This is an optimization exercise on Yosys and OpenROAD, whose aim is small area, not a production implementation.
RTL that was checked went through simulation tests only; none was proved equivalent to the original.
Function not checked in run 5: the RTL went through the layout flow alone.
Power figures rest on the tool's default switching activity, not on a simulated workload.

`constraint.sdc`:
```
create_clock -name core_clock -period 10.0 [get_ports {clk}]
set_input_delay 2.0000 -clock core_clock [delete_from_list [all_inputs] [get_ports {clk}]]
set_output_delay 2.0000 -clock core_clock [all_outputs]
set_load 0.01 [all_outputs]
```
`run.sh`:
```
#!/bin/bash
# synth_recipe.tcl (not shown) runs the flow's synth.tcl, then flattens the netlist and writes it again
# the make line also repeats each setting of config.mk as NAME=value (left out here)
make -C /OpenROAD-flow-scripts/flow DESIGN_CONFIG=/design/flow/config.mk WORK_HOME=/design/flow/orfs CLKGATE_MAP_FILE= SYNTH_SCRIPT=/design/flow/synth_recipe.tcl finish
```
`config.mk`:
```
export PLATFORM = sky130hd
export DESIGN_NAME = MouseHandler
export DESIGN_NICKNAME = MouseHandler
export VERILOG_FILES = /design/flow/design.v
export SDC_FILE = /design/flow/constraint.sdc
export NUM_CORES = 4
export LEC_CHECK = 0
export CAP_MARGIN = 20
export CORE_MARGIN = 2
export CORE_UTILIZATION = 40
export SLEW_MARGIN = 20
```
`design.v`:
```
`timescale 1ns / 1ps
module FiltroRuido8bits(input rst, input clk, input ps2_c_mouse, output wire fall_edge);
reg [7:0] filter_reg;
wire [7:0] next_filter;
wire edge_c_next;
reg edge_c;
always @(posedge clk or posedge rst)
		if (rst)
			begin
				filter_reg <= 0;
				edge_c <= 0;
			end 
		else 
			begin
				filter_reg <= next_filter;
				edge_c <= edge_c_next;
			end
assign next_filter = {ps2_c_mouse,filter_reg[7:1]};
assign edge_c_next = (filter_reg == 8'b11111111) ? 1'b1 :
							(filter_reg == 8'b00000000) ? 1'b0 :	
							edge_c;
assign fall_edge = edge_c & !edge_c_next;
endmodule
`timescale 1ns / 1ps
module CuentaBitsEnvio(input rst, input clr, input clk, output tiempo, input enable);
reg [3:0] cuenta;
assign tiempo = (cuenta==4'd10);
always @(posedge clk, posedge rst)
begin
	if (rst)
		cuenta <= 4'b0;
	else if (clr)
		cuenta <= 4'b0;
	else if (enable)
		cuenta <= cuenta + 4'd1;
		else
		cuenta <= cuenta;
end
endmodule
`timescale 1ns / 1ps
module Contador100us(input rst, input clk, input enable, output wire tiempo);
reg [12:0] cuenta;
wire  Loco;
assign Loco = (cuenta==13'h1490);
assign tiempo = (cuenta==13'h1388);
always @(posedge clk, posedge rst)
	if (rst)
		cuenta <= 13'b0;
	else if (Loco)
		cuenta <= 13'b0;
	else
		if(enable)
			cuenta <= cuenta + 13'd1;
		else
			cuenta <= cuenta;
endmodule
`timescale 1ns / 1ps
module Contador100us2(input rst, input clr, input clk, input enable, output wire tiempo, output wire tx_done);
reg [15:0] cuenta;
assign tiempo = (cuenta==16'hFDE8);
assign tx_done =  (cuenta==16'hFDE7);
always @(posedge clk, posedge rst)
	if (rst)
		cuenta <= 16'b0;
	else if (clr)
		cuenta <= 16'b0;
	else
		if(enable)
			cuenta <= cuenta + 16'd1;
		else
			cuenta <= cuenta;
endmodule
`timescale 1ns / 1ps
module FSM_tx_ps2(clk, rst,ps2_c_oe, ps2_d_oe, ps2_d_out,ps2_write,trama_terminada, fall_edge, ready_seg, cont_enasec,ps2_tx_idle, tx_done);
output wire ps2_c_oe, ps2_d_oe, ps2_d_out;
input clk,rst,fall_edge, ready_seg, ps2_write, trama_terminada;
output wire ps2_tx_idle, cont_enasec,tx_done;
reg [9:0] RegOut, RegOut_Next;
wire Par, cont_enasec2, tempo, rstc;
reg ps2c_out, ps2d_out,tri_c, tri_d;
assign Par = !(^(8'hF4));
assign ps2_d_oe = tri_d;
assign ps2_d_out = ps2d_out;
assign ps2_c_oe = tri_c;
parameter[1:0] 
	S0 = 2'b00,
	S1 = 2'b01,
	S2 = 2'b10,
	S3 = 2'b11;
reg [1:0] E_Presente, E_Siguiente;
assign ps2_tx_idle = (E_Presente == S0);
assign cont_enasec = (E_Presente == S1);
assign cont_enasec2 = (E_Presente == S3);
assign rstc = (E_Presente == S2);
Contador100us2 CC(rst, rstc, clk, cont_enasec2, tempo, tx_done);
always @(posedge clk, posedge rst)
	if (rst)
		begin
			E_Presente <= S0;
			RegOut <= 0;
		end
	else
		begin
			E_Presente <= E_Siguiente;
			RegOut <= RegOut_Next;
		end
always @*
	begin
	E_Siguiente = E_Presente;
	RegOut_Next = RegOut;
	ps2c_out = 1'b1;
	ps2d_out = 1'b1;
	tri_c = 1'b0;
	tri_d = 1'b0;
		case (E_Presente)
			S0: begin
			RegOut_Next = {Par, 8'hF4, 1'b0};
				if (ps2_write)	
					E_Siguiente = S1;					
			end
			S1: begin
			tri_c = 1'b1;
			ps2c_out = 1'b0;
				if (ready_seg)
					begin
					E_Siguiente = S2;
					end
			end
			S2: begin
			tri_d = 1'b1;
			ps2d_out = RegOut[0];
				if (fall_edge)
					begin
						RegOut_Next = {1'b1, RegOut[9:1]};
						if (trama_terminada)
							E_Siguiente = S3;
					end
			end
			S3: begin
					if (tempo)
					begin
					E_Siguiente = S0;
					end
				end
		endcase
	end
endmodule
`timescale 1ns / 1ps
module PS2_Tx(clk, rst, ps2_write, ps2_c_oe, ps2_d_oe, ps2_d_out, ps2_tx_idle,trama_terminada,fall_edge,tx_done);
input clk, rst, ps2_write, trama_terminada,fall_edge;
output ps2_tx_idle, tx_done;
output ps2_c_oe, ps2_d_oe, ps2_d_out;
wire cont_enasec,ready_seg;
Contador100us Segundos(rst,clk,cont_enasec, ready_seg);
FSM_tx_ps2 FSM(clk, rst,ps2_c_oe, ps2_d_oe, ps2_d_out,ps2_write,trama_terminada, fall_edge, ready_seg, cont_enasec,ps2_tx_idle,tx_done);
endmodule
`timescale 1ns / 1ps
module NewFSM_rx_ps2(clk, rst, ps2_d, ps2_c,fall_edge,trama_terminada, tx_idle, rx_done, ShiftEna, resetCbits);
input ps2_d, ps2_c;
input clk, rst, fall_edge, trama_terminada, tx_idle;
output wire resetCbits,ShiftEna, rx_done;
wire dato_entrante;
reg [2:0] E_Presente;
   parameter S0 = 3'b000;
   parameter S1 = 3'b001;
   parameter S2 = 3'b010;
   parameter S3 = 3'b011;  
	parameter S4 = 3'b100;
   parameter S5 = 3'b101;
   parameter S6 = 3'b110;
   parameter S7 = 3'b111;
assign dato_entrante = !ps2_d&&ps2_c;
assign resetCbits = (E_Presente==S0)&&tx_idle;
assign ShiftEna = (E_Presente==S2)&&(!trama_terminada);
assign rx_done = (E_Presente==S4);
   always@(posedge clk, posedge rst)
      if (rst) begin
         E_Presente <= S0;
      end
      else
				case (E_Presente)
            S0 : begin
               if (dato_entrante&&tx_idle)
                  E_Presente <= S1;
               else 
                  E_Presente <= S0;
            end
            S1 : begin
               if (fall_edge)
                  E_Presente <= S2;
               else
                  E_Presente <= S1;
            end
				S2 : begin
						E_Presente <= S3;	
            end
				S3 : begin
               if (trama_terminada)
                  E_Presente <= S4;
               else 
                  E_Presente <= S1;  
				end
				S4 : begin
					E_Presente <= S0;  
            end
            default: begin   
               E_Presente <= S0;
               end
         endcase
endmodule
`timescale 1ns / 1ps
module ShiftRightReg(input clk,input rst,input enable,input In, output reg[7:0] Dataout);
always @(posedge clk, posedge rst)
	begin
		if (rst)
			Dataout <= 8'b0;
		else  
			if (enable)
				Dataout <= {In, Dataout[7:1]};
			else
				Dataout <= Dataout;
	end
endmodule
`timescale 1ns / 1ps
module RxRxRx(clk, rst, ps2_d, ps2_c,fall_edge,trama_terminada, tx_idle, rx_done, RegOut, resetCbits);
input clk, rst, fall_edge, trama_terminada, tx_idle;
input ps2_d, ps2_c;
output rx_done, resetCbits;
output [7:0] RegOut;
wire ShiftEna;
NewFSM_rx_ps2 FSM(clk, rst, ps2_d, ps2_c,fall_edge,trama_terminada, tx_idle, rx_done, ShiftEna, resetCbits);
ShiftRightReg Shift(clk,rst,ShiftEna, ps2_d,RegOut);
endmodule
`timescale 1ns / 1ps
module FFD(clk,rst,datain,enable,dataout);
input clk, rst, datain, enable;
output reg dataout;
   always @(posedge clk, posedge rst)
      if (rst) begin
         dataout <= 1'b0;
      end else if (enable) begin
         dataout <= datain;
      end
endmodule
`timescale 1ns / 1ps
module ControlPS2Replica(clk, rst, ps2_d, ps2_c, ps2_c_oe, ps2_d_oe, ps2_d_out, dataout, rx_done);
input ps2_c, ps2_d;
output ps2_c_oe, ps2_d_oe, ps2_d_out;
input clk,rst;
output wire [7:0] dataout;
output rx_done;
wire fall_edge,resetCbitsRx, tx_write, tx_done, trama_terminada, tx_idle;
CuentaBitsEnvio Trama(rst, resetCbitsRx, clk, trama_terminada, fall_edge);
FiltroRuido8bits Flanco(rst, clk, ps2_c, fall_edge);
PS2_Tx Envio(clk, rst, tx_write, ps2_c_oe, ps2_d_oe, ps2_d_out, tx_idle,trama_terminada,fall_edge, tx_done);
RxRxRx FSMBLABLA(clk, rst, ps2_d, ps2_c,fall_edge,trama_terminada, tx_idle,rx_done, dataout,resetCbitsRx);
wire A;
assign A = 1'b1;
wire temp;
assign tx_write = !temp;
 FFD Subhandler(clk,rst,A,tx_done	,temp);
endmodule
`timescale 1ns / 1ps
module Contador4bits(input rst, input clr, input clk, input enable, output listo);
reg [1:0]cuenta;
assign listo = (cuenta==2'd3);
always @(posedge clk, posedge rst)
begin
	if (rst)
		cuenta <= 2'b0;
	else if (clr)
		cuenta <= 2'b0;
	else  if (enable)
			 	cuenta <= cuenta + 2'd1;
			else
				cuenta <= cuenta;
end
endmodule
`timescale 1ns / 1ps
module Reg8bits(input clk,input rst,input ena,input [7:0] DataIn,output reg [7:0] DataOut);
always @(posedge clk, posedge rst)
	begin
		if (rst)
			DataOut <= 8'b0;
		else
			begin
				if (ena)
					DataOut <= DataIn;
			end
	end
endmodule
`timescale 1ns / 1ps
module Reg5bits(input clk,input rst,input ena,input [4:0] DataIn,output reg [4:0] DataOut);
always @(posedge clk, posedge rst)
	begin
		if (rst)
			DataOut <= 5'b0;
		else
			begin
				if (ena)
					DataOut <= DataIn;
			end
	end
endmodule
`timescale 1ns / 1ps
module RegistrosTemporalesMouse(
    input [7:0] ByteEntrante,
    input RxListo, clk, rst,
    output wire DatosListos,
    output wire [8:0] XMouseTemp,
    output wire [8:0] YMouseTemp,
    output wire [2:0] Botones
    );
wire [7:0] Data1,Data2;
wire [4:0] Data3;
 Contador4bits GOGO(rst,DatosListos,clk,RxListo,DatosListos);
Reg8bits RegTemp3(clk,rst,RxListo,ByteEntrante,Data1);
Reg8bits RegTemp2(clk,rst,RxListo,Data1,Data2);
Reg5bits RegTemp1(clk,rst,RxListo,{Data2[5:4],Data2[2:0]},Data3);
assign XMouseTemp = {Data3[3],Data2};
assign YMouseTemp = {Data3[4],Data1};
assign Botones = Data3[2:0];
endmodule
`timescale 1ns / 1ps
module Reg10bits(input clk,input rst,input ena,input [9:0] DataIn,output reg [9:0] DataOut);
always @(posedge clk, posedge rst)
	begin
		if (rst)
			DataOut <= 10'b0;
		else
			begin
				if (ena)
					DataOut <= DataIn;
			end
	end
endmodule
`timescale 1ns / 1ps
module Reg3bits(input clk,input rst,input ena,input [2:0] DataIn,output reg [2:0] DataOut);
always @(posedge clk, posedge rst)
	begin
		if (rst)
			DataOut <= 3'b0;
		else
			begin
				if (ena)
					DataOut <= DataIn;
			end
	end
endmodule
`timescale 1ns / 1ps
module Subber(A, B, Sum);
   parameter ADDER_WIDTH = 10;
   input wire signed [ADDER_WIDTH-1:0] A;
   input wire signed [ADDER_WIDTH-1:0] B;
   output wire signed [ADDER_WIDTH-1:0] Sum;
   assign Sum = A - B; 
endmodule
`timescale 1ns / 1ps
module PosicionCursor(rst, clk, DatosListos, XMouseTemp, YMouseTemp, BotonesTemp, PosicionActualX, PosicionActualY, Botones);
input rst, clk, DatosListos;
input [8:0] XMouseTemp, YMouseTemp;
input [2:0] BotonesTemp;
wire [9:0] XMouseVGA, YMouseVGA;
output [2:0] Botones;
output  [9:0] PosicionActualX, PosicionActualY;
wire SignoX, SignoY;
assign SignoX = XMouseTemp[8];
assign SignoY = YMouseTemp[8];
wire [9:0] MenosX, MenosY;
assign MenosX = {SignoX,XMouseTemp};
assign MenosY = {SignoY,YMouseTemp};
Reg10bits PosicionPresenteX(clk,rst,DatosListos,XMouseVGA,PosicionActualX);
Reg10bits PosicionPresenteY(clk,rst,DatosListos,YMouseVGA,PosicionActualY);
Reg3bits Botones1(clk,rst,DatosListos,BotonesTemp,Botones);
Subber RestaX(PosicionActualX,MenosX,XMouseVGA);
Subber RestaY(PosicionActualY,MenosY,YMouseVGA);
endmodule
`timescale 1ns / 1ps
module MouseHandler(clk,rst,ps2_c_in,ps2_d_in,ps2_c_oe,ps2_d_oe,ps2_d_out,XMouseVGA,YMouseVGA,Botones);
input ps2_c_in, ps2_d_in;
output ps2_c_oe, ps2_d_oe, ps2_d_out;
input clk, rst;
output [9:0]XMouseVGA,YMouseVGA;
output [2:0]Botones;
wire [8:0] YMouseTemp;
wire [8:0] XMouseTemp;
wire [7:0]ByteEntrante;
wire [2:0] BotonesTemp;
wire rx_done, DatosListos;
ControlPS2Replica Control(clk, rst,ps2_d_in, ps2_c_in, ps2_c_oe, ps2_d_oe, ps2_d_out, ByteEntrante, rx_done);
RegistrosTemporalesMouse RegTemp(ByteEntrante,rx_done, clk, rst, DatosListos,XMouseTemp, YMouseTemp,BotonesTemp);
PosicionCursor PosCursor(rst, clk, DatosListos, XMouseTemp, YMouseTemp,BotonesTemp, XMouseVGA, YMouseVGA, Botones);
endmodule
```
==> results of run 1 <==
final cells by class:
type,instances,area (um2),area share
Timing Repair Buffer,31,309.0,0.04828
Clock inverter,3,17.52,0.002737
Inverter,36,137.6,0.02150
Tap cell,180,225.2,0.03518
Clock buffer,13,250.2,0.03909
Sequential cell,112,2803,0.4378
Multi-Input combinational cell,386,2659,0.4154
where the power goes:
| part | leakage (uW) | internal (uW) | total, uW | switching, uW |
|---|---|---|---|---|
| combinational | 0.00120 | 2.26 | 12.0 | 9.72 |
| clock | 0.000130 | 176 | 332 | 156 |
| sequential | 0.00150 | 455 | 457 | 1.97 |
metrics by stage:
step	utilization	hold WS (ns)	cell area (um2)	cells	power [uW]
5_1_grt	0.4612	0.4214	6401	761	829.6
2_1_floorplan	-	0.3738	5675	551	473.2
3_5_place_dp	0.4416	0.3887	6130	745	478.7
6_report	0.4612	0.4057	6401	761	800.9
4_1_cts	0.4609	0.4132	6397	761	813.5
3_3_place_gp	0.4416	0.3821	6130	745	478.3
critical path, delay by kind of cell (launching register included):
kind,cells,cell delay (ns)
fa+ha+maj,1,0.87
buf+inv,2,0.83
flops,1,0.41
Yosys cell counts (all sizes together) (2+ instances only):
cell | instances | share of area
xnor2 | 14 | 0.022
a21o | 5 | 0.0066
a221oi | 2 | 0.0031
o211ai | 5 | 0.0066
xor2 | 19 | 0.029
a22oi | 3 | 0.0040
fa | 2 | 0.0071
inv | 35 | 0.023
nor3 | 15 | 0.013
nand2b | 2 | 0.0022
buf | 3 | 0.0046
nor2b | 6 | 0.0066
or3 | 7 | 0.0079
o31a | 4 | 0.0062
nand3 | 7 | 0.0062
nand3b | 5 | 0.0066
nor4 | 2 | 0.0022
mux2 | 21 | 0.042
dfrtp | 112 | 0.49
nor2 | 47 | 0.031
or4 | 2 | 0.0033
a21oi | 18 | 0.016
nand4b | 2 | 0.0031
o21ai | 26 | 0.023
a22o | 8 | 0.012
clkbuf | 14 | 0.0093
ha | 30 | 0.066
and4 | 2 | 0.0031
and3 | 6 | 0.0066
and2 | 4 | 0.0044
o41ai | 3 | 0.0046
nand4 | 18 | 0.021
o22a | 5 | 0.0077
a211oi | 3 | 0.0048
o31ai | 7 | 0.0093
nand2 | 57 | 0.038
o21a | 9 | 0.012
mux2i | 3 | 0.0053
logic make-up (layout without fill, tap and decap cells):
logic type,after synthesis,count (layout),share of synthesized area
xor gates and xnor gates,33,33,0.05093
muxes,24,24,0.04696
and+or+nand+nor,189,189,0.1658
DFF,112,112,0.4938
AOI/OAI and AO/OA,108,108,0.1316
buffers and inverters,53,83,0.03770
adders and majority gates,32,32,0.07319
worst max-delay path by stage:
stage                                     endpoint  slack (ns)  depth (start not counted)
global placement                          ps2_d_oe        6.00                          3
floorplan           Control.Envio.FSM.CC.cuenta[0]        5.04                          1
detailed placement                        ps2_d_oe        5.90                          3
CTS                                       ps2_d_oe        5.50                          3
finish                                    ps2_d_oe        5.55                          3
global route                              ps2_d_oe        5.38                          3
per-layer routing:
| metal | wire, um | vias up | part of all wire |
|---|---|---|---|
| met5 | 0 | - | 0 |
| met4 | 115 | 0 | 0.010 |
| met3 | 335 | 10 | 0.030 |
| met2 | 5060 | 50 | 0.46 |
| met1 | 5486 | 1977 | 0.50 |
| li1 | - | 1993 | - |
==> flow_metrics.py, run 1 <==
metrics = {
    "run_status": {
        "outcome": "complete, no violations",
    },
    "cells_and_area": {
        "nets": 612,
        "drive_above_1_share": 0.07573,
        "final_common_cell": "dfrtp_1",
        "area_delta_synth_final_pct": 12.79,
        "fillers": 1335,
        "largest_register_ffs": 16,
        "final_cell_mix": "dfrtp_1, nand2_1, nor2_1, inv_1, ha_1",
        "n_antenna_cell": 0,
        "top_regs": "Control.Envio.FSM.CC.cuenta x16, Control.Envio.Segundos.cuenta x13",
        "regMostFlops": "Control.Envio.FSM.CC.cuenta",
    },
    "clock_network": {
        "clock-root-buffer": "clkbuf_16",
        "clkLatencyLatePin_ns": 0.35,
        "cts_sinks": 112,
        "cts_resized": 0,
        "postCtsHoldBufs": 0,
        "cts_tree": "built",
        "numCtsBuffers": 9,
        "clk_pin_slew_ns": 0.07,
        "post_cts_buffers": 0,
        "htreeDepth": 3,
        "clockBufferDepth": 2,
    },
    "timing": {
        "worst_pin_slew_ns": 1.044,
        "fin_ws_ns": 5.547,
        "grt_setup_unrepaired": "no",
        "finalHoldViolCount": 0,
        "maxSlewHeadroom": 0.3042,
        "period_needed_ns": 4.453,
        "fin_tns_setup_ns": 0,
        "report.final.slew_viol_count": 0,
        "post-route-period-util": 0.4453,
        "clock_skew_ns": 0.007440,
        "setup_violations": 0,
        "fmax_mhz": 224.6,
    },
    "detailed_routing": {
        "ant_nets": 0,
        "detail_route.iter0.violations": 195,
        "vias_per_cell": 5.296,
        "drc": 0,
        "vias": 4030,
        "post_drt_wl_per_cell_um": 14.45,
        "wirelength_um": 11000,
        "drt_first_pass_iters": 4,
    },
    "grt": {
        "gr-total-overflow": 0,
        "antenna_found_initial": 0,
        "first_global_vias": 3892,
        "met1_usage": 0.2155,
        "grt_busiest_layer": "met2",
        "globalRouteMet3Util": 0.03275,
        "grt_max_degree": 85,
        "grt_usage": 0.1534,
        "grt_pass1_wl_um": 18420,
        "gr-usage-met2": 0.2421,
    },
    "synth": {
        "synth_seq_area_share": 0.4938,
        "ys_ff_latch": 112,
        "synthArstFlopShare": 1.000,
        "avgSynthCellArea_um2": 10.30,
        "syn-num-nets": 587,
        "synth_cells": 551,
        "syn_area_um2": 5675,
        "synth_cell_types": 62,
        "yosys_warnings": 13,
        "synth_edf_count": 0,
        "synth-main-ff-cell": "dfrtp_1",
    },
    "floorplan": {
        "rows": 43,
        "io-pin-count": 30,
        "die_w_um": 123.1,
        "dieArea_um2": 15160,
        "start_util": 0.4089,
        "die_y_um": 123.1,
        "fp.coreArea_um2": 13880,
    },
    "worst_setup_path": {
        "crit_required_ns": 8.00,
        "cpMaxStageDelayCell": "ha_1",
        "critPathMaxFanout": 29,
        "crit_start": "Control.Envio.FSM.E_Presente[0]",
        "crit_path_end_kind": "output port",
        "critPathKind": "reg -> out",
        "regToRegSetupSlack_ns": 6.82,
        "cp_data_arrival_time_ns": 2.45,
        "r2r_start": "RegTemp.GOGO.cuenta[0]",
        "startpoint_type": "flip-flop",
        "rr_worst_depth": 5,
        "slowest_delay_ns": 0.87,
        "crit_chain": "inv_1 -> ha_1 -> clkdlybuf4s50_1",
        "r2r-end": "PosCursor.PosicionPresenteY.DataOut[9]",
    },
    "worst_hold_path": {
        "hold_end": "Control.Flanco.filter_reg[2]",
        "hold_class": "reg -> reg",
        "min_from": "Control.Flanco.filter_reg[3]",
        "hold_depth": 0,
    },
    "pwr": {
        "power.leakage_uw": 0.002825,
        "powerDensity_nw_per_um2": 125.1,
        "vdd_ir_drop_max_v": 0.00006468,
    },
    "flow_run": {
        "drv_cap": 0,
    },
    "placed_design": {
        "portBuffers": 29,
        "gp_congestion": 0.8504,
        "place_ws_ns": 5.895,
        "dp.final_hpwl_um": 7676,
    },
}
==> run 2: changes to the inputs <==
==> design.v (replaced) <==
`timescale 1ns / 1ps
module MouseHandler(clk,rst,ps2_c_in,ps2_d_in,ps2_c_oe,ps2_d_oe,ps2_d_out,XMouseVGA,YMouseVGA,Botones);
input clk, rst;
input ps2_c_in, ps2_d_in;
output ps2_c_oe, ps2_d_oe, ps2_d_out;
output reg [9:0] XMouseVGA, YMouseVGA;
output reg [2:0] Botones;
reg [7:0] filter_reg;
reg edge_c;
wire all1 = &filter_reg;
wire all0 = ~|filter_reg;
wire fall_edge = edge_c & all0;
always @(posedge clk or posedge rst)
	if (rst) begin
		filter_reg <= 8'b0;
		edge_c <= 1'b0;
	end else begin
		filter_reg <= {ps2_c_in, filter_reg[7:1]};
		edge_c <= all1 | (edge_c & ~all0);
	end
reg go, s1, s2, s3;
wire tx_idle = ~(s1 | s2 | s3);
assign ps2_c_oe = s1;
assign ps2_d_oe = s2;
localparam [15:0] LFSR_A = 16'hbbe8;   
localparam [15:0] LFSR_B = 16'hbbf8;   
localparam [15:0] LFSR_T = 16'h05bd;
reg [15:0] tmr;
wire hit = (tmr == LFSR_T);
always @(posedge clk)
	if (~go)
		tmr <= LFSR_A;
	else if (s2)
		tmr <= LFSR_B;
	else
		tmr <= {tmr[0] ^ tmr[2] ^ tmr[3] ^ tmr[5], tmr[15:1]};
reg [3:0] cuenta;
wire trama = (cuenta == 4'd10);
reg [3:0] txk;
always @(posedge clk)
	if (~s2)
		txk <= 4'd0;
	else if (fall_edge)
		txk <= txk + 4'd1;
reg txbit;
always @* begin
	case (txk)
		4'd3, 4'd5, 4'd6, 4'd7, 4'd8: txbit = 1'b1;
		4'd0, 4'd1, 4'd2, 4'd4, 4'd9: txbit = 1'b0;
		default: txbit = 1'b1;
	endcase
end
assign ps2_d_out = txbit;
always @(posedge clk or posedge rst)
	if (rst) begin
		go <= 1'b0;
		s1 <= 1'b0;
		s2 <= 1'b0;
		s3 <= 1'b0;
	end else begin
		go <= 1'b1;
		s1 <= ~go | (s1 & ~hit);
		s2 <= (s1 & hit) | (s2 & ~(fall_edge & trama));
		s3 <= (s2 & fall_edge & trama) | (s3 & ~hit);
	end
localparam R0 = 3'd0, R1 = 3'd1, R2 = 3'd2, R3 = 3'd3, R4 = 3'd4;
reg [2:0] rxs;
wire rx_start = ~ps2_d_in & ps2_c_in & tx_idle;
wire clr_bits = (rxs == R0) & tx_idle;
wire shift = (rxs == R2) & ~trama;
wire rx_done = (rxs == R4);
always @(posedge clk or posedge rst)
	if (rst)
		rxs <= R0;
	else
		case (rxs)
			R0: rxs <= rx_start ? R1 : R0;
			R1: rxs <= fall_edge ? R2 : R1;
			R2: rxs <= R3;
			R3: rxs <= trama ? R4 : R1;
			default: rxs <= R0;
		endcase
always @(posedge clk)
	if (clr_bits)
		cuenta <= 4'd0;
	else if (fall_edge)
		cuenta <= cuenta + 4'd1;
reg [1:0] nbyte;
wire listo = (nbyte == 2'd3);
always @(posedge clk or posedge rst)
	if (rst)
		nbyte <= 2'd0;
	else if (listo)
		nbyte <= 2'd0;
	else if (rx_done)
		nbyte <= nbyte + 2'd1;
reg [5:0] st;    
reg [7:0] dx, dy;
always @(posedge clk) begin
	if (shift & (nbyte == 2'd0) & ~cuenta[3])
		st <= {ps2_d_in, st[5:1]};
	if (shift & (nbyte == 2'd1))
		dx <= {ps2_d_in, dx[7:1]};
	if (shift & (nbyte == 2'd2))
		dy <= {ps2_d_in, dy[7:1]};
end
always @(posedge clk or posedge rst)
	if (rst) begin
		XMouseVGA <= 10'b0;
		YMouseVGA <= 10'b0;
		Botones <= 3'b0;
	end else if (listo) begin
		XMouseVGA <= XMouseVGA - {{2{st[4]}}, dx};
		YMouseVGA <= YMouseVGA - {{2{st[5]}}, dy};
		Botones <= st[2:0];
	end
endmodule
==> run 2 against run 1 <==
First-iteration DRC count is 36% lower. Critical path depth is 2 lower. Via count is 30% lower. Die area is 26% lower. Wire length is 34% lower. Cell count is 27% lower. Critical endpoint unchanged. Largest cell class unchanged. Largest power group unchanged.
==> flow_metrics.py, run 2 <==
metrics = {
    "run_status": {
        "outcome": "complete, no violations",
    },
    "worst_setup_path": {
        "critPathKind": "reg -> out",
        "crit_chain": "clkdlybuf4s50_1",
        "endpoint": "ps2_d_oe",
        "r2r_start": "XMouseVGA[0]",
        "rr_worst_depth": 9,
        "crit_start": "s2",
        "crit_family": "buffers and inverters",
        "r2r-end": "XMouseVGA[8]",
        "crit_path_end_kind": "output port",
        "critPathBufInv": 1,
        "crit_required_ns": 8.00,
        "cpMaxStageDelayCell": "clkdlybuf4s50_1",
        "critPathMaxFanout": 13,
        "regToRegSetupSlack_ns": 7.78,
        "startpoint_type": "flip-flop",
        "cp_data_arrival_time_ns": 1.54,
        "slowest_delay_ns": 0.61,
        "worst-path-stages": 1,
    },
    "clock_network": {
        "numCtsBuffers": 9,
        "post_cts_buffers": 0,
        "cts_resized": 0,
        "cts_tree": "built",
        "clk_pin_slew_ns": 0.10,
        "htreeDepth": 3,
        "cts_sinks": 88,
        "clkLatencyLatePin_ns": 0.37,
        "clockBufferDepth": 2,
        "clock-root-buffer": "clkbuf_8",
        "postCtsHoldBufs": 0,
    },
    "timing": {
        "clock_skew_ns": 0.01642,
        "worst_hold_slack_ns": 0.4257,
        "finalHoldViolCount": 0,
        "worst_pin_slew_ns": 0.8471,
        "post-route-period-util": 0.3536,
        "report.final.slew_viol_count": 0,
        "setup_violations": 0,
        "fin_tns_setup_ns": 0,
        "maxSlewHeadroom": 0.4340,
        "fin_ws_ns": 6.464,
        "period_needed_ns": 3.536,
        "fmax_mhz": 282.8,
        "grt_setup_unrepaired": "no",
    },
    "grt": {
        "first_global_vias": 2746,
        "gr-total-overflow": 0,
        "grt_pass1_wl_um": 12850,
        "grt_usage": 0.1454,
        "grt_max_degree": 42,
        "antenna_found_initial": 0,
    },
    "synth": {
        "yosys-top-cells-count": "dfrtp_1, nand2_1, inv_1",
        "synth_seq_area_share": 0.5291,
        "ys_ff_latch": 88,
        "syn_area_um2": 4134,
        "yosys_warnings": 1,
        "synth_cell_types": 56,
        "avgSynthCellArea_um2": 10.85,
        "syn-num-nets": 412,
        "synth_cells": 381,
        "post-synth-top-area-fraction": 0.2482,
        "synth_area_leader_cell": "dfrtp_1",
        "synth_edf_count": 22,
        "synth-main-ff-cell": "dfrtp_1",
        "synthArstFlopShare": 0.4659,
        "yosysMostFrequentCell": "dfrtp_1",
        "ys_top_cells_by_area": "dfrtp_1, edfxtp_1, dfxtp_1",
    },
    "placed_design": {
        "place_ws_ns": 6.868,
        "gp_congestion": 0.8102,
        "portBuffers": 29,
        "dp.final_hpwl_um": 5152,
        "placed_cell_area_um2": 4571,
    },
    "floorplan": {
        "fp.coreArea_um2": 10180,
        "io-pin-count": 30,
        "die_y_um": 105.7,
        "rows": 37,
        "dieArea_um2": 11160,
        "start_util": 0.4059,
        "die_w_um": 105.7,
    },
    "detailed_routing": {
        "drc": 0,
        "drt_first_pass_iters": 4,
        "wirelength_um": 7296,
        "post_drt_wl_per_cell_um": 13.12,
        "ant_nets": 0,
        "detail_route.iter0.violations": 124,
        "vias": 2819,
        "vias_per_cell": 5.070,
    },
    "cells_and_area": {
        "area_delta_synth_final_pct": 15.07,
        "regMostFlops": "tmr",
        "n_antenna_cell": 0,
        "nets": 446,
        "fin_area_um2": 4757,
        "final_common_cell": "dfrtp_1",
        "drive_above_1_share": 0.08333,
        "final_cell_mix": "dfrtp_1, nand2_1, inv_1, clkdlybuf4s50_1",
        "top_regs": "tmr x16, XMouseVGA x10, YMouseVGA x10",
        "largest_register_ffs": 16,
    },
    "pwr": {
        "power.leakage_uw": 0.001995,
        "powerDensity_nw_per_um2": 131.3,
        "vdd_ir_drop_max_v": 0.00006075,
    },
    "worst_hold_path": {
        "hold_class": "reg -> reg",
    },
    "flow_run": {
        "drv_cap": 0,
    },
}
[run 2: power by group]
group	internal (uW)	switching, uW
Combinational	4.97	6.68
Sequential	371	4.27
Clock	96.5	141
Total	473	152
[run 2: per-layer routing]
| metal | share of wire | wire (um) | GRT usage | up-vias |
|---|---|---|---|---|
| li1 | - | - | - | 1426 |
| met2 | 0.46 | 3386 | 0.2300 | 30 |
| met4 | 0.013 | 93 | 0.05169 | 0 |
| met3 | 0.031 | 225 | 0.04700 | 7 |
| met5 | 0 | 0 | 0 | - |
| met1 | 0.49 | 3591 | 0.1876 | 1356 |
[run 2: logic make-up after synthesis]
kind of cell,Yosys count,synth area share
simple gates,130,0.1680
flops,88,0.5291
compound gates,73,0.1229
buf+inv,39,0.03753
fa+ha+maj,27,0.08535
xor+xnor,12,0.02542
mux,11,0.03087
other cells,1,0.0009071
[run 2: worst register-to-register path, cell delays in order (launching register included)]
cell and delay [ns]:
dfrtp_1 0.40, inv_1 0.07, ha_1 0.16, inv_1 0.06, fa_1 0.40, a21oi_1 0.36
o211ai_1 0.18, a31oi_1 0.23, xor2_1 0.16, o21ai_0 0.08
[run 2: final cells by class]
type,instances,area [um2]
Timing Repair Buffer,31,305.3
Inverter,31,116.4
Sequential cell,88,2187
Clock inverter,7,62.56
Multi-Input combinational cell,254,1792
Fill cell,968,5428
Clock buffer,9,123.9
Tap cell,136,170.2
[run 2: worst min path at each step]
stage | start | end | slack, ns | depth (start not counted)
after floorplan | filter_reg[1] | filter_reg[0] | 0.39 | 0
after global placement | filter_reg[6] | filter_reg[5] | 0.40 | 0
after detailed placement | filter_reg[5] | filter_reg[4] | 0.40 | 0
after CTS | filter_reg[3] | filter_reg[2] | 0.42 | 0
after global routing | filter_reg[3] | filter_reg[2] | 0.43 | 0
final | filter_reg[3] | filter_reg[2] | 0.43 | 0
[run 2: through the flow]
stage                     power [uW]  cells  utilization
after global routing           652.1    556       0.4671
final                          624.4    556       0.4671
after floorplan                390.4    381            -
after CTS                      639.0    556       0.4671
after global placement         395.2    540       0.4488
after detailed placement       395.5    540       0.4488
==> run 3: changes to the inputs <==
--- a/config.mk
+++ b/config.mk
@@ -5,7 +5,8 @@
 export SDC_FILE = /design/flow/constraint.sdc
 export NUM_CORES = 4
 export LEC_CHECK = 0
+export ABC_AREA = 1
 export CAP_MARGIN = 20
 export CORE_MARGIN = 2
-export CORE_UTILIZATION = 40
+export CORE_UTILIZATION = 70
 export SLEW_MARGIN = 20
==> run 3 against run 2 <==
Die area down 41%. Critical path depth unchanged. Synthesized area about the same. Cell count up 2.7%. Clock-buffer cell count unchanged. Design area down 0.79%. Total power up 8.2%. Register-to-register slack worse by 0.07 ns. Global-route usage up 13 points. Sequential power about the same. Synthesized cell count up 21%.
==> flow_metrics.py, run 3 <==
metrics = {
    "run_status": {
        "outcome": "complete, no violations",
    },
    "worst_setup_path": {
        "crit_family": "buffers and inverters",
        "regToRegSetupSlack_ns": 7.71,
        "crit_start": "s2",
        "startpoint_type": "flip-flop",
        "cp_data_arrival_time_ns": 1.54,
        "critPathKind": "reg -> out",
        "cpMaxStageDelayCell": "clkdlybuf4s50_1",
        "crit_chain": "clkdlybuf4s50_1",
        "crit_path_end_kind": "output port",
        "critPathBufInv": 1,
        "r2r_start": "nbyte[0]",
        "worst-path-stages": 1,
        "crit_required_ns": 8.00,
        "rr_worst_depth": 5,
        "critPathMaxFanout": 11,
        "endpoint": "ps2_d_oe",
        "r2r-end": "nbyte[0]",
        "slowest_delay_ns": 0.61,
    },
    "cells_and_area": {
        "drive_above_1_share": 0.06413,
        "regArea_um2": 2187,
        "multi_input_area_um2": 1634,
        "nets": 525,
        "fillers": 337,
        "largest_register_ffs": 16,
        "top_regs": "tmr x16, XMouseVGA x10, YMouseVGA x10",
        "n_antenna_cell": 0,
        "regMostFlops": "tmr",
        "final_cell_mix": "nand2_1, inv_1, dfrtp_1, nor2_1, clkdlybuf4s50_1",
        "finalNonFillerCells": 571,
        "final_common_cell": "nand2_1",
        "area_delta_synth_final_pct": 14.10,
    },
    "floorplan": {
        "dieArea_um2": 6540,
        "io-pin-count": 30,
        "die_y_um": 80.87,
        "fp.coreArea_um2": 5608,
        "rows": 27,
        "start_util": 0.7376,
        "die_w_um": 80.87,
    },
    "detailed_routing": {
        "vias": 3184,
        "wirelength_um": 8394,
        "drc": 0,
        "drt_first_pass_iters": 4,
        "post_drt_wl_per_cell_um": 14.70,
        "ant_nets": 0,
        "detail_route.iter0.violations": 175,
        "vias_per_cell": 5.576,
    },
    "clock_network": {
        "numCtsBuffers": 9,
        "cts_tree": "built",
        "clkLatencyLatePin_ns": 0.36,
        "htreeDepth": 3,
        "clk_pin_slew_ns": 0.09,
        "cts_resized": 0,
        "cts_sinks": 88,
        "clock-root-buffer": "clkbuf_8",
        "postCtsHoldBufs": 0,
        "clockBufferDepth": 2,
        "post_cts_buffers": 0,
    },
    "worst_hold_path": {
        "hold_class": "reg -> reg",
    },
    "grt": {
        "grt_usage": 0.2785,
        "gr-total-overflow": 0,
        "antenna_found_initial": 0,
        "grt_pass1_wl_um": 13700,
        "first_global_vias": 3141,
        "grt_max_degree": 42,
    },
    "synth": {
        "synth-main-ff-cell": "dfrtp_1",
        "synth_edf_count": 22,
        "synth_cells": 461,
        "ys_ff_latch": 88,
        "synth_cell_types": 37,
        "synth_compound_area_frac": 0.07411,
        "syn-num-nets": 492,
        "avgSynthCellArea_um2": 8.973,
        "syn_area_um2": 4136,
        "ys_top_cells_by_area": "dfrtp_1, edfxtp_1, dfxtp_1",
        "yosys-top-cells-count": "nand2_1, inv_1, dfrtp_1",
        "synth_top_family_by_area": "simple AND/OR/NAND/NOR gates",
        "yosys_warnings": 1,
        "yosysMostFrequentCell": "nand2_1",
        "synthSimpleGateAreaFrac": 0.2114,
        "synth_area_leader_cell": "dfrtp_1",
        "synthArstFlopShare": 0.4659,
        "synth_xor_area_frac": 0.02329,
        "post-synth-top-area-fraction": 0.2480,
        "synth_seq_area_share": 0.5287,
        "synth_mux_area_frac": 0,
        "synthAdderAreaFrac": 0.08530,
    },
    "timing": {
        "setup_violations": 0,
        "fin_tns_setup_ns": 0,
        "fmax_mhz": 282.7,
        "grt_setup_unrepaired": "no",
        "report.final.slew_viol_count": 0,
        "period_needed_ns": 3.537,
        "maxSlewHeadroom": 0.3948,
        "clock_skew_ns": 0.005415,
        "finalHoldViolCount": 0,
        "worst_pin_slew_ns": 0.9068,
        "post-route-period-util": 0.3537,
    },
    "pwr": {
        "internal-power_uw": 522.4,
        "p_sw_frac": 0.2270,
        "powerDensity_nw_per_um2": 143.2,
        "power.leakage_uw": 0.002356,
        "power.net_switching_uw": 153.4,
        "vdd_ir_drop_max_v": 0.0001668,
        "sequentialPowerShare": 0.556,
        "pwr-share-clk": 0.425,
        "pwr-share-comb": 0.019,
        "finalPower_uw": 675.8,
    },
    "placed_design": {
        "dp_cells": 555,
        "portBuffers": 29,
        "gp_congestion": 0.8828,
        "dp.final_hpwl_um": 5573,
    },
    "flow_run": {
        "drv_cap": 0,
    },
}
==> run 3: changes by cell type after synthesis, moves of 10 or more <==
cell / previous run / this run
inv_1: 30 / 72
nand2_1: 31 / 97
nand2b_1: 11 / 0
nand3_1: 7 / 27
o21ai_0: 9 / 19
nor2_1: 23 / 40
o21a_1: 12 / 0
==> run 3: how the worst min path moves through the flow <==
stage,slack [ns],end,cells after the start,start
after global placement,0.38,filter_reg[0],0,filter_reg[1]
after global routing,0.43,filter_reg[2],0,filter_reg[3]
after detailed placement,0.39,filter_reg[2],0,filter_reg[3]
after floorplan,0.37,filter_reg[0],0,filter_reg[1]
after CTS,0.41,filter_reg[2],0,filter_reg[3]
final,0.42,filter_reg[2],0,filter_reg[3]
==> run 3: cell families after synthesis <==
kind of cell	after synthesis
AND/OR/NAND/NOR	195
adder cells (fa/ha/maj)	27
buffers and inverters	82
XOR/XNOR	11
other	1
flip-flops	88
AO/OA/AOI/OAI	57
==> run 3: layout make-up <==
cell class,count,area share
clock buffer,9,0.02625
clock inverter,7,0.02306
inverter,74,0.05885
multi-input combinational,291,0.3462
sequential,88,0.4634
tap,72,0.01909
timing repair buffer,30,0.06310
==> run 3: power groups by stage <==
stage,Sequential (uW),Combinational (uW),Clock [uW]
CTS,376,13.0,288
floorplan,382,9.82,0
finish,376,12.7,287
detailed placement,384,12.8,0
global route,377,14.9,303
global placement,383,12.1,0
==> run 3: layer usage <==
metal	vias up	routed length (um)	track usage
met4	0	217	0.1339
li1	1545	-	-
met2	87	4440	0.5041
met1	1529	3425	0.3193
met3	23	311	0.04667
met5	-	0	0
==> run 3: through the flow <==
| stage | utilization | setup WS [ns] | hold WS (ns) | area, um2 |
|---|---|---|---|---|
| 3_5_place_dp | 0.8001 | 6.854 | 0.3918 | 4487 |
| 6_report | 0.8416 | 6.463 | 0.4156 | 4720 |
| 3_3_place_gp | 0.8001 | 6.877 | 0.3831 | 4487 |
| 5_1_grt | 0.8416 | 6.405 | 0.4274 | 4720 |
| 4_1_cts | 0.8416 | 6.458 | 0.4143 | 4720 |
| 2_1_floorplan | - | 7.054 | 0.3741 | 4136 |
==> run 4: changes to the inputs <==
--- a/design.v
+++ b/design.v
@@ -104,14 +104,31 @@
 	if (shift & (nbyte == 2'd2))
 		dy <= {ps2_d_in, dy[7:1]};
 end
+wire [9:0] subx = listo ? {{2{st[4]}}, dx} : 10'd0;
+wire [9:0] suby = listo ? {{2{st[5]}}, dy} : 10'd0;
+reg [9:0] xn, yn;
+reg bx, by;
+integer i;
+always @* begin
+	bx = 1'b0; by = 1'b0;
+	for (i = 0; i < 10; i = i + 1) begin
+		xn[i] = XMouseVGA[i] ^ subx[i] ^ bx;
+		bx = (~XMouseVGA[i] & (subx[i] | bx)) | (subx[i] & bx);
+		yn[i] = YMouseVGA[i] ^ suby[i] ^ by;
+		by = (~YMouseVGA[i] & (suby[i] | by)) | (suby[i] & by);
+	end
+end
 always @(posedge clk or posedge rst)
 	if (rst) begin
 		XMouseVGA <= 10'b0;
 		YMouseVGA <= 10'b0;
+	end else begin
+		XMouseVGA <= xn;
+		YMouseVGA <= yn;
+	end
+always @(posedge clk or posedge rst)
+	if (rst)
 		Botones <= 3'b0;
-	end else if (listo) begin
-		XMouseVGA <= XMouseVGA - {{2{st[4]}}, dx};
-		YMouseVGA <= YMouseVGA - {{2{st[5]}}, dy};
+	else if (listo)
 		Botones <= st[2:0];
-	end
 endmodule
==> flow/run.sh (new file) <==
#!/bin/bash
set -euo pipefail
export BUFFER_PORTS_ARGS="-buffer_cell sky130_fd_sc_hd__buf_1"
bash standard.sh finish > standard_flow.log 2>&1
==> standard.sh (new file) <==
#!/bin/bash
# synth_recipe.tcl (not shown) runs the flow's synth.tcl, then flattens the netlist and writes it again
# the make line also repeats each setting of config.mk as NAME=value (left out here)
make -C /OpenROAD-flow-scripts/flow DESIGN_CONFIG=/design/flow/config.mk WORK_HOME=/design/flow/orfs CLKGATE_MAP_FILE= SYNTH_SCRIPT=/design/flow/synth_recipe.tcl "${@:-finish}"
--- a/config.mk
+++ b/config.mk
@@ -5,8 +5,7 @@
 export SDC_FILE = /design/flow/constraint.sdc
 export NUM_CORES = 4
 export LEC_CHECK = 0
-export ABC_AREA = 1
 export CAP_MARGIN = 20
 export CORE_MARGIN = 2
-export CORE_UTILIZATION = 70
+export CORE_UTILIZATION = 40
 export SLEW_MARGIN = 20
removed: run.sh
==> run 4 against run 3 <==
Still clean on timing, DRC and antenna. Register-to-register slack got worse by 2.4 ns. Sequential power about the same. Highest routed layer unchanged. Cell count decreased by 25%. Critical path type is now reg -> reg.
==> flow_metrics.py, run 4 <==
metrics = {
    "synth": {
        "synth_compound_area_frac": 0.03238,
        "yosysMostFrequentCell": "inv_1",
        "synth-main-ff-cell": "dfrtp_1",
        "synth_cell_types": 41,
        "synthAdderAreaFrac": 0.1192,
        "yosys_warnings": 1,
        "synth_edf_count": 22,
        "synth_top_family_by_area": "simple AND/OR/NAND/NOR gates",
        "synthSimpleGateAreaFrac": 0.1405,
        "ys_top_cells_by_area": "dfrtp_1, edfxtp_1, dfxtp_1",
        "synth_mux_area_frac": 0.01550,
        "synth_xor_area_frac": 0.03376,
        "synth_seq_area_share": 0.6021,
        "syn-num-nets": 311,
        "avgSynthCellArea_um2": 12.88,
        "synth_area_leader_cell": "dfrtp_1",
        "syn_area_um2": 3632,
        "post-synth-top-area-fraction": 0.2825,
        "synth_cells": 282,
        "synthArstFlopShare": 0.4659,
        "ys_ff_latch": 88,
        "yosys-top-cells-count": "inv_1, dfrtp_1, and2_1",
    },
    "timing": {
        "maxSlewHeadroom": 0.3658,
        "worst_pin_slew_ns": 0.9493,
        "post-route-period-util": 0.4670,
        "grt_setup_unrepaired": "no",
        "period_needed_ns": 4.670,
        "finalHoldViolCount": 0,
        "report.final.slew_viol_count": 0,
        "fmax_mhz": 214.1,
        "setup_violations": 0,
        "worst_hold_slack_ns": 0.4103,
        "clock_skew_ns": 0.007758,
        "fin_tns_setup_ns": 0,
    },
    "placed_design": {
        "portBuffers": 29,
        "dp.final_hpwl_um": 3740,
        "gp_congestion": 0.7137,
    },
    "floorplan": {
        "die_y_um": 99.29,
        "die_w_um": 99.29,
        "rows": 34,
        "dieArea_um2": 9859,
        "fp.coreArea_um2": 8763,
        "start_util": 0.4145,
        "io-pin-count": 30,
    },
    "grt": {
        "antenna_found_initial": 0,
        "gr-total-overflow": 0,
        "first_global_vias": 2026,
        "grt_max_degree": 42,
        "grt_pass1_wl_um": 9528,
        "grt_usage": 0.1245,
    },
    "clock_network": {
        "post_cts_buffers": 0,
        "clock-root-buffer": "clkbuf_8",
        "cts_tree": "built",
        "htreeDepth": 3,
        "cts_resized": 0,
        "cts_sinks": 88,
        "clockBufferDepth": 2,
        "numCtsBuffers": 9,
        "clkLatencyLatePin_ns": 0.35,
        "clk_pin_slew_ns": 0.08,
        "postCtsHoldBufs": 0,
    },
    "detailed_routing": {
        "wirelength_um": 5343,
        "wl_met2_um": 2666,
        "detail_route.iter0.violations": 41,
        "routed.top_layer": "met4",
        "ant_nets": 0,
        "drc": 0,
        "wl_met1_um": 2397,
        "post_drt_wl_per_cell_um": 12.40,
        "vias": 1976,
        "vias_per_cell": 4.585,
        "wl_met3_um": 225,
        "drt_first_pass_iters": 4,
    },
    "worst_setup_path": {
        "startpoint_type": "flip-flop",
        "critPathKind": "reg -> reg",
        "critPathMaxFanout": 23,
        "cp_data_arrival_time_ns": 4.94,
        "crit_path_end_kind": "flip-flop",
        "crit_required_ns": 10.27,
    },
    "cells_and_area": {
        "drive_above_1_share": 0.08359,
        "n_antenna_cell": 0,
        "final_cell_mix": "inv_1, dfrtp_1, buf_1, and2_1, dfxtp_1",
        "nets": 347,
        "area_delta_synth_final_pct": 11.68,
        "regMostFlops": "tmr",
        "top_regs": "tmr x16, XMouseVGA x10, YMouseVGA x10",
        "largest_register_ffs": 16,
        "final_common_cell": "inv_1",
    },
    "pwr": {
        "powerDensity_nw_per_um2": 157.7,
        "vdd_ir_drop_max_v": 0.00008733,
        "power.leakage_uw": 0.001771,
    },
    "worst_hold_path": {
        "hold_class": "reg -> reg",
    },
    "flow_run": {
        "drv_cap": 0,
    },
    "run_status": {
        "outcome": "complete, no violations",
    },
}
==> run 4: critical path, cell delays in order, from the launching register on <==
cell and delay [ns]:
dfrtp_1 0.41, ha_1 0.43, and2_1 0.25, ha_1 0.19, fa_1 0.38, inv_1 0.08
fa_1 0.15, inv_1 0.05, fa_1 0.38, fa_1 0.39, fa_1 0.38, fa_1 0.39
fa_1 0.39, fa_1 0.38, xnor2_1 0.20, xnor2_1 0.14
==> run 4: path summary, 6_finish.rpt <==
path	depth (start not counted)	endpoint	slack, ns	from
setup reg to reg	15	YMouseVGA[9]	5.33	nbyte[0]
max in group asynchronous	3	s3	7.87	rst
setup / recovery	15	YMouseVGA[9]	5.33	nbyte[0]
min in group asynchronous	3	Botones[0]	1.75	rst
hold / removal	0	filter_reg[3]	0.41	filter_reg[4]
hold reg to reg	0	filter_reg[3]	0.41	filter_reg[4]
==> run 4: routing by layer <==
metal	global-route usage	vias to the layer above
met5	0	-
met4	0.04110	0
met3	0.04638	6
met2	0.1959	31
met1	0.1602	969
li1	-	970
==> run 4: report_power, final <==
group	leakage, uW	internal (uW)	switching, uW
Clock	0.000106	137	116
Sequential	0.000944	371	3.98
Combinational	0.000720	4.44	7.45
Total	0.00177	512	128
==> run 4: through the flow <==
step / instance area [um2] / power [uW] / util / cells / setup slack [ns]
3_3_place_gp: 3847 / 394.7 / 0.4390 / 415 / 5.400
5_1_grt: 4056 / 669.3 / 0.4629 / 431 / 5.057
2_1_floorplan: 3632 / 390.9 / - / 282 / 5.594
6_report: 4056 / 639.8 / 0.4629 / 431 / 5.330
3_5_place_dp: 3847 / 395.3 / 0.4390 / 415 / 5.242
4_1_cts: 4056 / 650.6 / 0.4629 / 431 / 5.240
==> run 4: final cells by class <==
type                            instances  area, um2
Clock buffer                           13      170.2
Clock inverter                          3      38.79
Tap cell                              108      135.1
Sequential cell                        88       2187
Multi-Input combinational cell        145       1244
Fill cell                             810       4707
Timing Repair Buffer                   30      116.4
Inverter                               44      165.2
==> run 4: cells by family (layout without fill, tap and decap cells) <==
family	after synthesis	count (layout)
DFF	88	88
and+or+nand+nor	85	85
buffers and inverters	49	90
adders and majority gates	25	25
AOI/OAI and AO/OA	15	15
xor gates and xnor gates	14	14
muxes	5	5
other	1	1
==> run 5: changes to the inputs <==
--- a/design.v
+++ b/design.v
@@ -3,19 +3,26 @@
 input clk, rst;
 input ps2_c_in, ps2_d_in;
 output ps2_c_oe, ps2_d_oe, ps2_d_out;
-output reg [9:0] XMouseVGA, YMouseVGA;
+output [9:0] XMouseVGA, YMouseVGA;
 output reg [2:0] Botones;
-reg [7:0] filter_reg;
+reg fb;
+reg [2:0] frun;
 reg edge_c;
-wire all1 = &filter_reg;
-wire all0 = ~|filter_reg;
+wire fsat = (frun == 3'd0);
+wire all1 = fb & fsat;
+wire all0 = ~fb & fsat;
 wire fall_edge = edge_c & all0;
 always @(posedge clk or posedge rst)
 	if (rst) begin
-		filter_reg <= 8'b0;
+		fb <= 1'b0;
+		frun <= 3'd0;
 		edge_c <= 1'b0;
 	end else begin
-		filter_reg <= {ps2_c_in, filter_reg[7:1]};
+		fb <= ps2_c_in;
+		if (ps2_c_in != fb)
+			frun <= 3'b001;
+		else
+			frun <= {frun[1:0], (~frun[2] & frun[1]) | (frun[2] & ~frun[1] & frun[0])};
 		edge_c <= all1 | (edge_c & ~all0);
 	end
 reg go, s1, s2, s3;
@@ -40,8 +47,8 @@
 always @(posedge clk)
 	if (~s2)
 		txk <= 4'd0;
-	else if (fall_edge)
-		txk <= txk + 4'd1;
+	else
+		txk <= txk ^ {&{txk[2:0], fall_edge}, &{txk[1:0], fall_edge}, txk[0] & fall_edge, fall_edge};
 reg txbit;
 always @* begin
 	case (txk)
@@ -83,48 +90,54 @@
 always @(posedge clk)
 	if (clr_bits)
 		cuenta <= 4'd0;
-	else if (fall_edge)
-		cuenta <= cuenta + 4'd1;
+	else
+		cuenta <= cuenta ^ {&{cuenta[2:0], fall_edge}, &{cuenta[1:0], fall_edge}, cuenta[0] & fall_edge, fall_edge};
 reg [1:0] nbyte;
-wire listo = (nbyte == 2'd3);
+wire listo = nbyte[1] & ~nbyte[0];
+wire slot0 = ~nbyte[1] & ~nbyte[0];
+wire slot1 = ~nbyte[1] & nbyte[0];
+wire slot2 = nbyte[1] & nbyte[0];
 always @(posedge clk or posedge rst)
 	if (rst)
-		nbyte <= 2'd0;
-	else if (listo)
-		nbyte <= 2'd0;
-	else if (rx_done)
-		nbyte <= nbyte + 2'd1;
+		nbyte <= 2'b00;
+	else begin
+		nbyte[0] <= rx_done ? ~nbyte[1] : nbyte[0];
+		nbyte[1] <= nbyte[0] & (rx_done | nbyte[1]);
+	end
 reg [5:0] st;    
 reg [7:0] dx, dy;
 always @(posedge clk) begin
-	if (shift & (nbyte == 2'd0) & ~cuenta[3])
+	if (shift & slot0 & ~cuenta[3])
 		st <= {ps2_d_in, st[5:1]};
-	if (shift & (nbyte == 2'd1))
+	if (shift & slot1)
 		dx <= {ps2_d_in, dx[7:1]};
-	if (shift & (nbyte == 2'd2))
+	if (shift & slot2)
 		dy <= {ps2_d_in, dy[7:1]};
 end
-wire [9:0] subx = listo ? {{2{st[4]}}, dx} : 10'd0;
-wire [9:0] suby = listo ? {{2{st[5]}}, dy} : 10'd0;
+reg [9:0] nx, ny;
+assign XMouseVGA = ~nx;
+assign YMouseVGA = ~ny;
+wire [9:0] gdx = {10{listo}} & {{2{st[4]}}, dx};
+wire [9:0] gdy = {10{listo}} & {{2{st[5]}}, dy};
 reg [9:0] xn, yn;
-reg bx, by;
+reg cx, cy;
 integer i;
 always @* begin
-	bx = 1'b0; by = 1'b0;
+	cx = 1'b0; cy = 1'b0;
 	for (i = 0; i < 10; i = i + 1) begin
-		xn[i] = XMouseVGA[i] ^ subx[i] ^ bx;
-		bx = (~XMouseVGA[i] & (subx[i] | bx)) | (subx[i] & bx);
-		yn[i] = YMouseVGA[i] ^ suby[i] ^ by;
-		by = (~YMouseVGA[i] & (suby[i] | by)) | (suby[i] & by);
+		xn[i] = nx[i] ^ gdx[i] ^ cx;
+		cx = (nx[i] & gdx[i]) | (nx[i] & cx) | (gdx[i] & cx);
+		yn[i] = ny[i] ^ gdy[i] ^ cy;
+		cy = (ny[i] & gdy[i]) | (ny[i] & cy) | (gdy[i] & cy);
 	end
 end
 always @(posedge clk or posedge rst)
 	if (rst) begin
-		XMouseVGA <= 10'b0;
-		YMouseVGA <= 10'b0;
+		nx <= 10'h3ff;
+		ny <= 10'h3ff;
 	end else begin
-		XMouseVGA <= xn;
-		YMouseVGA <= yn;
+		nx <= xn;
+		ny <= yn;
 	end
 always @(posedge clk or posedge rst)
 	if (rst)
==> run 5 against run 4 <==
Synthesized area is 6.7% lower. Largest power group unchanged. Cell count is 7.9% lower. Highest routed layer unchanged. Critical path type unchanged. Clock-buffer cell count is 2 lower. Still clean. Die area is 6.4% lower. Clock power is 6% lower.
==> flow_metrics.py, run 5 <==
metrics = {
    "run_status": {
        "outcome": "complete, no violations",
    },
    "synth": {
        "synth_seq_area_share": 0.6231,
        "synth_edf_count": 22,
        "syn_area_um2": 3390,
        "ys_top_cells_by_area": "edfxtp_1, dfstp_2, dfxtp_1",
        "synth_area_leader_cell": "edfxtp_1",
        "yosysMostFrequentCell": "inv_1",
        "post-synth-top-area-fraction": 0.1949,
        "synth-main-ff-cell": "dfxtp_1",
        "avgSynthCellArea_um2": 13.61,
        "synth_cells": 249,
        "ys_ff_latch": 84,
        "yosys-top-cells-count": "inv_1, and2_1, dfxtp_1",
        "syn-num-nets": 275,
        "synthArstFlopShare": 0.4405,
        "synth_cell_types": 40,
        "yosys_warnings": 1,
    },
    "worst_setup_path": {
        "critPathKind": "reg -> reg",
        "regToRegSetupSlack_ns": 5.54,
        "cp_data_arrival_time_ns": 4.73,
        "crit_path_end_kind": "flip-flop",
        "rr_worst_depth": 16,
        "critPathMaxFanout": 21,
        "r2r_start": "nbyte[1]",
        "startpoint_type": "flip-flop",
        "r2r-end": "ny[9]",
        "crit_required_ns": 10.27,
    },
    "timing": {
        "finalHoldViolCount": 0,
        "maxSlewHeadroom": 0.4319,
        "worst_pin_slew_ns": 0.8504,
        "post-route-period-util": 0.4461,
        "fmax_mhz": 224.2,
        "grt_setup_unrepaired": "no",
        "clock_skew_ns": 0.005994,
        "setup_violations": 0,
        "fin_ws_ns": 5.539,
        "fin_tns_setup_ns": 0,
        "period_needed_ns": 4.461,
        "report.final.slew_viol_count": 0,
    },
    "placed_design": {
        "gp_congestion": 0.7513,
        "portBuffers": 29,
        "dp.final_hpwl_um": 3294,
        "placed_cell_area_um2": 3627,
        "place_ws_ns": 5.513,
    },
    "detailed_routing": {
        "drc": 0,
        "detail_route.iter0.violations": 52,
        "ant_nets": 0,
        "vias": 1821,
        "drt_first_pass_iters": 5,
        "vias_per_cell": 4.587,
        "wirelength_um": 4755,
        "post_drt_wl_per_cell_um": 11.98,
    },
    "cells_and_area": {
        "regMostFlops": "tmr",
        "n_antenna_cell": 0,
        "largest_register_ffs": 16,
        "drive_above_1_share": 0.1644,
        "area_delta_synth_final_pct": 13.14,
        "fin_area_um2": 3835,
        "nets": 313,
        "top_regs": "tmr x16, nx x10, ny x10",
        "final_cell_mix": "inv_1, buf_1, and2_1, dfxtp_1, edfxtp_1",
        "final_common_cell": "inv_1",
    },
    "grt": {
        "grt_usage": 0.1233,
        "grt_max_degree": 38,
        "grt_pass1_wl_um": 8383,
        "antenna_found_initial": 0,
        "first_global_vias": 1825,
        "gr-total-overflow": 0,
    },
    "floorplan": {
        "die_w_um": 96.05,
        "start_util": 0.4125,
        "rows": 33,
        "fp.coreArea_um2": 8217,
        "dieArea_um2": 9226,
        "io-pin-count": 30,
        "die_y_um": 96.05,
    },
    "pwr": {
        "powerDensity_nw_per_um2": 172.2,
        "vdd_ir_drop_max_v": 0.00009650,
        "power.leakage_uw": 0.001576,
    },
    "clock_network": {
        "postCtsHoldBufs": 0,
        "clockBufferDepth": 2,
        "cts_sinks": 84,
        "htreeDepth": 3,
        "numCtsBuffers": 9,
        "cts_tree": "built",
        "clock-root-buffer": "clkbuf_8",
        "clk_pin_slew_ns": 0.08,
        "post_cts_buffers": 0,
        "clkLatencyLatePin_ns": 0.34,
        "cts_resized": 0,
    },
    "worst_hold_path": {
        "min_from": "st[3]",
        "hold_class": "reg -> reg",
        "hold_depth": 0,
        "hold_end": "st[2]",
    },
    "flow_run": {
        "drv_cap": 0,
    },
}
[run 5: cell count changes in the layout (fill, tap and decap cells not counted), moves of 4 or more]
| cell | change |
|---|---|
| nor2_1 | -4 |
| inv_1 | -10 |
| dfstp_2 | +20 |
| dfrtp_1 | -24 |
| nand4_1 | -4 |
| nand2_1 | -6 |
[run 5: cell type report]
type | count | area [um2]
tap | 105 | 131.4
timing repair buffer | 31 | 123.9
multi-input combinational | 127 | 1139
clock buffer | 11 | 162.7
clock inverter | 5 | 38.79
inverter | 34 | 127.6
sequential | 84 | 2112
fill | 744 | 4382
[run 5: layer usage]
layer  share of wire  routed length (um)  global-route usage  up-vias
met5               0                   0                   0        -
met4           0.015                  72             0.04643        0
met3           0.055                 261             0.05247        6
met2            0.46                2165              0.1823       43
met1            0.47                2255              0.1614      886
li1                -                   -                   -      886
[run 5: stage by stage]
stage                       util  power [uW]  std cells  hold slack [ns]
after detailed placement  0.4415       430.1        381           0.4171
final                     0.4667       660.4        397           0.4309
after CTS                 0.4660       673.0        397           0.4370
after global routing      0.4667       696.5        397           0.4521
after global placement    0.4415       428.6        381           0.4098
after floorplan                -       419.7        249           0.4003
[run 5: logic make-up (layout without fill, tap and decap cells)]
family | Yosys count | after routing | synth area share
xor+xnor | 11 | 11 | 0.02842
other cells | 1 | 1 | 0.001106
compound gates | 13 | 13 | 0.02658
mux | 5 | 5 | 0.01624
simple gates | 75 | 75 | 0.1451
flops | 84 | 84 | 0.6231
buf+inv | 38 | 81 | 0.04282
fa+ha+maj | 22 | 22 | 0.1166
[run 5: worst max path at each step]
| stage | start | to | slack [ns] | cells past startpoint |
|---|---|---|---|---|
| floorplan | nbyte[1] | nx[9] | 5.72 | 16 |
| global placement | nbyte[1] | ny[9] | 5.58 | 16 |
| detailed placement | nbyte[1] | ny[9] | 5.51 | 16 |
| CTS | nbyte[1] | ny[9] | 5.52 | 16 |
| global route | nbyte[1] | nx[9] | 5.29 | 16 |
| finish | nbyte[1] | ny[9] | 5.54 | 16 |
[run 5: worst max-delay path, cell delays in order, from the launching register on]
cell and delay, ns:
dfrtp_1 0.44, nor2b_1 0.15, buf_4 0.19, and2_1 0.17, ha_1 0.19, fa_1 0.36
inv_1 0.08, fa_1 0.16, inv_1 0.05, fa_1 0.37, fa_1 0.38, fa_1 0.39
fa_1 0.38, fa_1 0.38, fa_1 0.38, xnor2_1 0.17, xnor2_1 0.14
[run 5: where the power goes]
group / internal [uW] / leakage, uW / switching [uW]
sequential: 370 / 0.000829 / 13.6
combinational: 19.4 / 0.000641 / 20.3
clock: 115 / 0.000106 / 123
total: 504 / 0.00158 / 157

[what the ideal ports hide]
In the flow no input, the clock included, has a driving cell. The finished layouts below were timed again as built, in two steps. Step 1, drivers: a clkbuf_16 drives clk and a buf_2 each remaining input, both assumed. Step 2 also shifts input and output timing later by t, the mid clock arrival at the registers, as if the neighbouring blocks saw the same clock. Slacks: ideal ports / drivers / drivers and shift; pairs: ideal ports / drivers.
| run | t, ns | setup WS [ns] | worst setup path after step 2 |
|---|---|---|---|
| run 1 | 0.383 | 5.547 / 5.506 / 5.889 | register to output |
| run 2 | 0.391 | 6.464 / 6.433 / 6.823 | register to output |
| run 3 | 0.393 | 6.463 / 6.429 / 6.822 | register to output |
| run 4 | 0.370 | 5.330 / 5.330 / 5.330 | register to register |
| run 5 | 0.373 | 5.539 / 5.539 / 5.539 | register to register |
After both steps setup and hold are still met in every run listed.
